Background: an optimization exercise with open tools, aiming at small area, a short achievable clock period and few clock cycles per item. Do not read the settings as production practice. RTL that was checked went through simulation tests only; none was proved equivalent to the original. Power is estimated from default activity; no workload was simulated.

==> flow/design.v <==
module SME(clk,reset,chardata,isstring,ispattern,valid,match,match_index);
input clk;
input reset;
input [7:0] chardata;
input isstring;
input ispattern;
output match;
output [4:0] match_index;
output valid;
localparam [6:0] HAT    = 7'h5E ;  
localparam [6:0] DOLLAR = 7'h24 ;  
localparam [6:0] POINT  = 7'h2E ;  
localparam [6:0] STAR   = 7'h2A ;  
localparam [6:0] SPACE  = 7'h20 ;  
reg  [6:0] str_B_rf [0:31];
reg  [5:0] str_length_cnt;
reg        isstring_d, ispattern_d;
reg [32:0] F;
reg  [4:0] off;           
reg        star_seen;
reg        valid_r, match_r;
reg  [4:0] match_index_r;
wire [6:0] c = chardata[6:0];
wire c_hat    = c == HAT;
wire c_dollar = c == DOLLAR;
wire c_star   = c == STAR;
wire c_point  = c == POINT;
wire c_body   = ~c_hat & ~c_star & ~c_dollar;
wire first    = ispattern & ~ispattern_d;
wire [31:0] inS;      
wire [31:0] sp;       
wire [31:0] eq;       
genvar j;
generate
for (j = 0; j < 32; j = j + 1) begin: POS
    assign inS[j] = str_length_cnt > 31 - j;
    assign sp[j]  = str_B_rf[j] == SPACE;
    assign eq[j]  = c_point | str_B_rf[j] == c;
end
endgenerate
wire [32:0] hatmask = {1'b0, inS & ~{inS[30:0], 1'b0} | inS & {sp[30:0], 1'b0}};
wire [32:0] dmask   = {1'b1, sp};
wire [32:0] pre [0:6];
assign pre[0] = F;
genvar l;
generate
for (l = 0; l < 6; l = l + 1) begin: PRE
    for (j = 0; j < 33; j = j + 1) begin: B
        if ((j >> l) & 1)
            assign pre[l+1][j] = pre[l][j] | pre[l][((j >> l) << l) - 1];
        else
            assign pre[l+1][j] = pre[l][j];
    end
end
endgenerate
reg [4:0] fs;
integer k;
always @(*) begin
    fs = 5'd0;
    for (k = 32; k >= 0; k = k - 1)
        if (F[k]) fs = k[4:0];
end
wire [4:0] fs_idx = fs + off;
integer i;
always @(posedge clk)
begin: STR_RF
    if(isstring)
    begin
        for (i = 0; i < 31; i = i + 1)
            str_B_rf[i] <= str_B_rf[i+1];
        str_B_rf[31] <= c;
    end
end
always @(posedge clk)
begin: LEN_CNT
    if(isstring)
        str_length_cnt <= isstring_d ? str_length_cnt + 6'd1 : 6'd1;
end
always @(posedge clk or posedge reset)
begin: FLAGS
    if(reset)
    begin
        isstring_d  <= 1'b0;
        ispattern_d <= 1'b0;
        valid_r     <= 1'b0;
        match_r     <= 1'b0;
    end
    else
    begin
        isstring_d  <= isstring;
        ispattern_d <= ispattern;
        valid_r     <= ispattern_d & ~ispattern;
        match_r     <= ispattern_d & ~ispattern & (|F);
    end
end
always @(posedge clk)
begin: MATCH
    if(c_hat)
        F <= hatmask;
    else if(c_star)
        F <= first ? {1'b1, inS} : pre[6];
    else if(c_dollar)
        F <= F & dmask;
    else
        F <= {(first ? inS : F[31:0]) & eq, 1'b0};
    off       <= (first ? str_length_cnt[4:0] : off) - {4'd0, c_body};
    star_seen <= (first ? 1'b0 : star_seen) | c_star;
    if(first)
        match_index_r <= 5'd0;
    else if(!star_seen)
        match_index_r <= fs_idx;
end
assign valid       = valid_r;
assign match       = match_r;
assign match_index = match_index_r;
endmodule
export LEC_CHECK = 0
export ABC_CLOCK_PERIOD_IN_PS = 2700
export CAP_MARGIN = 20
export CORE_MARGIN = 2
export CORE_UTILIZATION = 40
export CTS_CLUSTER_DIAMETER = 80
export CTS_CLUSTER_SIZE = 30
export SETUP_SLACK_MARGIN = 4.2
export SLEW_MARGIN = 20
create_clock -name core_clock -period 6.5 [get_ports {clk}]
standard.sh (not shown) runs the stock make flow with config.mk's settings and CLKGATE_MAP_FILE= SYNTH_SCRIPT=/design/flow/synth_recipe.tcl, a recipe that flattens the netlist after the stock synthesis.
==> flow/flow/run.sh <==
#!/bin/bash
# The standard layout (standard.sh), with timing repair free to resize a
# gate to a cell of another footprint: the platform sets MATCH_CELL_FOOTPRINT=1,
# which limits resizing to cells of the same size.  make's full output goes to
# standard.log; the ORFS tools' own logs stay under orfs/logs.
set -euo pipefail
bash standard.sh MATCH_CELL_FOOTPRINT=0 finish > standard.log 2>&1
Testbench counts at the start, summed over its fixed seeds: cycles 12,373, items 1,114.
==> next run, changes <==
--- a/flow/design.v
+++ b/flow/design.v
@@ -15,29 +15,33 @@
 reg  [6:0] str_B_rf [0:31];
 reg  [5:0] str_length_cnt;
 reg        isstring_d, ispattern_d;
 reg [32:0] F;
 reg  [4:0] off;           
+reg        dol_d;         
 reg        star_seen;
 reg        valid_r, match_r;
 reg  [4:0] match_index_r;
 wire [6:0] c = chardata[6:0];
 wire c_hat    = c == HAT;
 wire c_dollar = c == DOLLAR;
 wire c_star   = c == STAR;
 wire c_point  = c == POINT;
-wire c_body   = ~c_hat & ~c_star & ~c_dollar;
+wire c_hat_u    = c[5:0] == HAT[5:0];
+wire c_dollar_u = {c[6], c[4:0]} == {DOLLAR[6], DOLLAR[4:0]};
+wire c_star_u   = {c[6], c[4:0]} == {STAR[6], STAR[4:0]};
+wire c_point_u  = {c[6], c[4:0]} == {POINT[6], POINT[4:0]};
 wire first    = ispattern & ~ispattern_d;
 wire [31:0] inS;      
 wire [31:0] sp;       
 wire [31:0] eq;       
 genvar j;
 generate
 for (j = 0; j < 32; j = j + 1) begin: POS
     assign inS[j] = str_length_cnt > 31 - j;
     assign sp[j]  = str_B_rf[j] == SPACE;
-    assign eq[j]  = c_point | str_B_rf[j] == c;
+    assign eq[j]  = (j < 16 ? c_point : c_point_u) | str_B_rf[j] == c;
 end
 endgenerate
 wire [32:0] hatmask = {1'b0, inS & ~{inS[30:0], 1'b0} | inS & {sp[30:0], 1'b0}};
 wire [32:0] dmask   = {1'b1, sp};
 wire [32:0] pre [0:6];
@@ -58,11 +62,11 @@
 always @(*) begin
     fs = 5'd0;
     for (k = 32; k >= 0; k = k - 1)
         if (F[k]) fs = k[4:0];
 end
-wire [4:0] fs_idx = fs + off;
+wire [4:0] fs_idx = fs + off + {4'd0, dol_d};
 integer i;
 always @(posedge clk)
 begin: STR_RF
     if(isstring)
     begin
@@ -94,18 +98,27 @@
     end
 end
 always @(posedge clk)
 begin: MATCH
     if(c_hat)
-        F <= hatmask;
+        F[15:0] <= hatmask[15:0];
     else if(c_star)
-        F <= first ? {1'b1, inS} : pre[6];
+        F[15:0] <= first ? inS[15:0] : pre[6][15:0];
     else if(c_dollar)
-        F <= F & dmask;
+        F[15:0] <= F[15:0] & dmask[15:0];
     else
-        F <= {(first ? inS : F[31:0]) & eq, 1'b0};
-    off       <= (first ? str_length_cnt[4:0] : off) - {4'd0, c_body};
+        F[15:0] <= {(first ? inS[14:0] : F[14:0]) & eq[14:0], 1'b0};
+    if(c_hat_u)
+        F[32:16] <= hatmask[32:16];
+    else if(c_star_u)
+        F[32:16] <= first ? {1'b1, inS[31:16]} : pre[6][32:16];
+    else if(c_dollar_u)
+        F[32:16] <= F[32:16] & dmask[32:16];
+    else
+        F[32:16] <= (first ? inS[31:15] : F[31:15]) & eq[31:15];
+    off       <= first ? (c_hat ? str_length_cnt[4:0] : str_length_cnt[4:0] - 5'd1) : off - 5'd1;
+    dol_d     <= c_dollar;
     star_seen <= (first ? 1'b0 : star_seen) | c_star;
     if(first)
         match_index_r <= 5'd0;
     else if(!star_seen)
         match_index_r <= fs_idx;
The new run went through all stages and came out clean.
Core utilization rose by 2.7 points.
Worst hold slack hardly moves.
Power went up by a few percent.
Via count went up by roughly a tenth.
First-iteration DRC count is higher by well over a third.
Maximum frequency is lower by a little under a tenth.
Die area increases slightly.
Setup slack is worse by 210 ps.
Sequential power barely changes.
Wire length increases by about a fifth.
Non-clock buffer count increases by 83.
Clock-buffer cell count climbs by 2.
Function not checked in the second run of this note: the RTL went through the layout flow alone.

---

// SME: RTL as listed in full above, without the edits since
Settings: LEC_CHECK=0, CAP_MARGIN=20, CORE_MARGIN=2, CORE_UTILIZATION=40, SLEW_MARGIN=20; clock period 6.5 ns.
run.sh (not shown) runs the stock make flow with config.mk's settings and CLKGATE_MAP_FILE= SYNTH_SCRIPT=/design/flow/synth_recipe.tcl, a recipe that flattens the netlist after the stock synthesis.
Stock flow here: none of the scripts above is used.
Testbench counts at the start, summed over its fixed seeds: cycles 12,373, items 1,114.
==> next run, changes <==
--- a/flow/design.v
+++ b/flow/design.v
@@ -15,32 +15,31 @@
 reg  [6:0] str_B_rf [0:31];
 reg  [5:0] str_length_cnt;
 reg        isstring_d, ispattern_d;
 reg [32:0] F;
-reg  [4:0] off;           
+reg  [3:0] m;
 reg        star_seen;
 reg        valid_r, match_r;
 reg  [4:0] match_index_r;
 wire [6:0] c = chardata[6:0];
 wire c_hat    = c == HAT;
 wire c_dollar = c == DOLLAR;
 wire c_star   = c == STAR;
 wire c_point  = c == POINT;
-wire c_body   = ~c_hat & ~c_star & ~c_dollar;
 wire first    = ispattern & ~ispattern_d;
 wire [31:0] inS;      
 wire [31:0] sp;       
 wire [31:0] eq;       
 genvar j;
 generate
 for (j = 0; j < 32; j = j + 1) begin: POS
-    assign inS[j] = str_length_cnt > 31 - j;
+    assign inS[j] = str_length_cnt > j;
     assign sp[j]  = str_B_rf[j] == SPACE;
-    assign eq[j]  = c_point | str_B_rf[j] == c;
+    assign eq[j]  = inS[j] & (c_point | str_B_rf[j] == c);
 end
 endgenerate
-wire [32:0] hatmask = {1'b0, inS & ~{inS[30:0], 1'b0} | inS & {sp[30:0], 1'b0}};
-wire [32:0] dmask   = {1'b1, sp};
+wire [32:0] hatmask = {sp, 1'b1};
+wire [32:0] dmask   = {1'b1, ~inS | sp};
 wire [32:0] pre [0:6];
 assign pre[0] = F;
 genvar l;
 generate
@@ -59,18 +58,13 @@
     fs = 5'd0;
     for (k = 32; k >= 0; k = k - 1)
         if (F[k]) fs = k[4:0];
 end
-wire [4:0] fs_idx = fs + off;
-integer i;
+wire [4:0] fs_idx = fs - {1'b0, m};
 always @(posedge clk)
 begin: STR_RF
     if(isstring)
-    begin
-        for (i = 0; i < 31; i = i + 1)
-            str_B_rf[i] <= str_B_rf[i+1];
-        str_B_rf[31] <= c;
-    end
+        str_B_rf[isstring_d ? str_length_cnt[4:0] : 5'd0] <= c;
 end
 always @(posedge clk)
 begin: LEN_CNT
     if(isstring)
@@ -94,18 +88,21 @@
     end
 end
 always @(posedge clk)
 begin: MATCH
-    if(c_hat)
-        F <= hatmask;
-    else if(c_star)
-        F <= first ? {1'b1, inS} : pre[6];
-    else if(c_dollar)
-        F <= F & dmask;
-    else
-        F <= {(first ? inS : F[31:0]) & eq, 1'b0};
-    off       <= (first ? str_length_cnt[4:0] : off) - {4'd0, c_body};
-    star_seen <= (first ? 1'b0 : star_seen) | c_star;
+    if(ispattern)
+    begin
+        if(c_hat)
+            F <= hatmask;
+        else if(c_star)
+            F <= first ? {33{1'b1}} : pre[6];
+        else if(c_dollar)
+            F <= F & dmask;
+        else
+            F <= {(first ? 32'hffffffff : F[31:0]) & eq, 1'b0};
+        m         <= (first ? 4'd0 : m) + {3'd0, ~c_hat & ~c_star & ~c_dollar};
+        star_seen <= (first ? 1'b0 : star_seen) | c_star;
+    end
     if(first)
         match_index_r <= 5'd0;
     else if(!star_seen)
         match_index_r <= fs_idx;
Outcome: The changed run went through all stages and came out clean; setup slack loses 0.12 ns; clock-buffer cell count went down by 10; synthesized area went up by 0.88%; wire length went up by 2.1%; total power went down by 9.0%; hold slack hardly moves.
Testbench counts after the change, summed over its fixed seeds: cycles 12,373, items 1,114.

## re-timing with driven ports
Ports are ideal in the flow. The routed layouts listed here were re-timed in OpenROAD. Step 1 sets driving cells, clkbuf_16 on the clock port and buf_2 on the other inputs (assumed; they add their load-dependent delay and slew). Step 2 also shifts input and output timing later by t, the mid clock arrival at the registers, as if the neighbouring blocks saw the same clock. Three values: ideal, step 1, step 2; two values: the first two.
| run | t, ns | setup WS [ns] | worst hold slack (ns) | worst slew at a driven data input, ns |
|---|---|---|---|---|
| the first run of note 1 | 0.571 | 3.815 / 3.822 / 3.251 | 0.489 / 0.489 / 0.489 | 0.08 |
| the second run of note 1 | 0.567 | 3.601 / 3.601 / 3.408 | 0.487 / 0.487 / 0.487 | 0.23 |
| the first run of note 2 | 0.625 | 2.612 / 2.642 / 2.017 | 0.487 / 0.487 / 0.487 | 0.03 |
| the second run of note 2 | 0.598 | 2.491 / 2.520 / 1.922 | 0.489 / 0.489 / 0.489 | 0.11 |
After both steps every run listed still meets setup and hold. The setup slack of the first run of note 2, which loses most, moves by +0.030 ns with the drivers and by -0.595 ns with both steps.
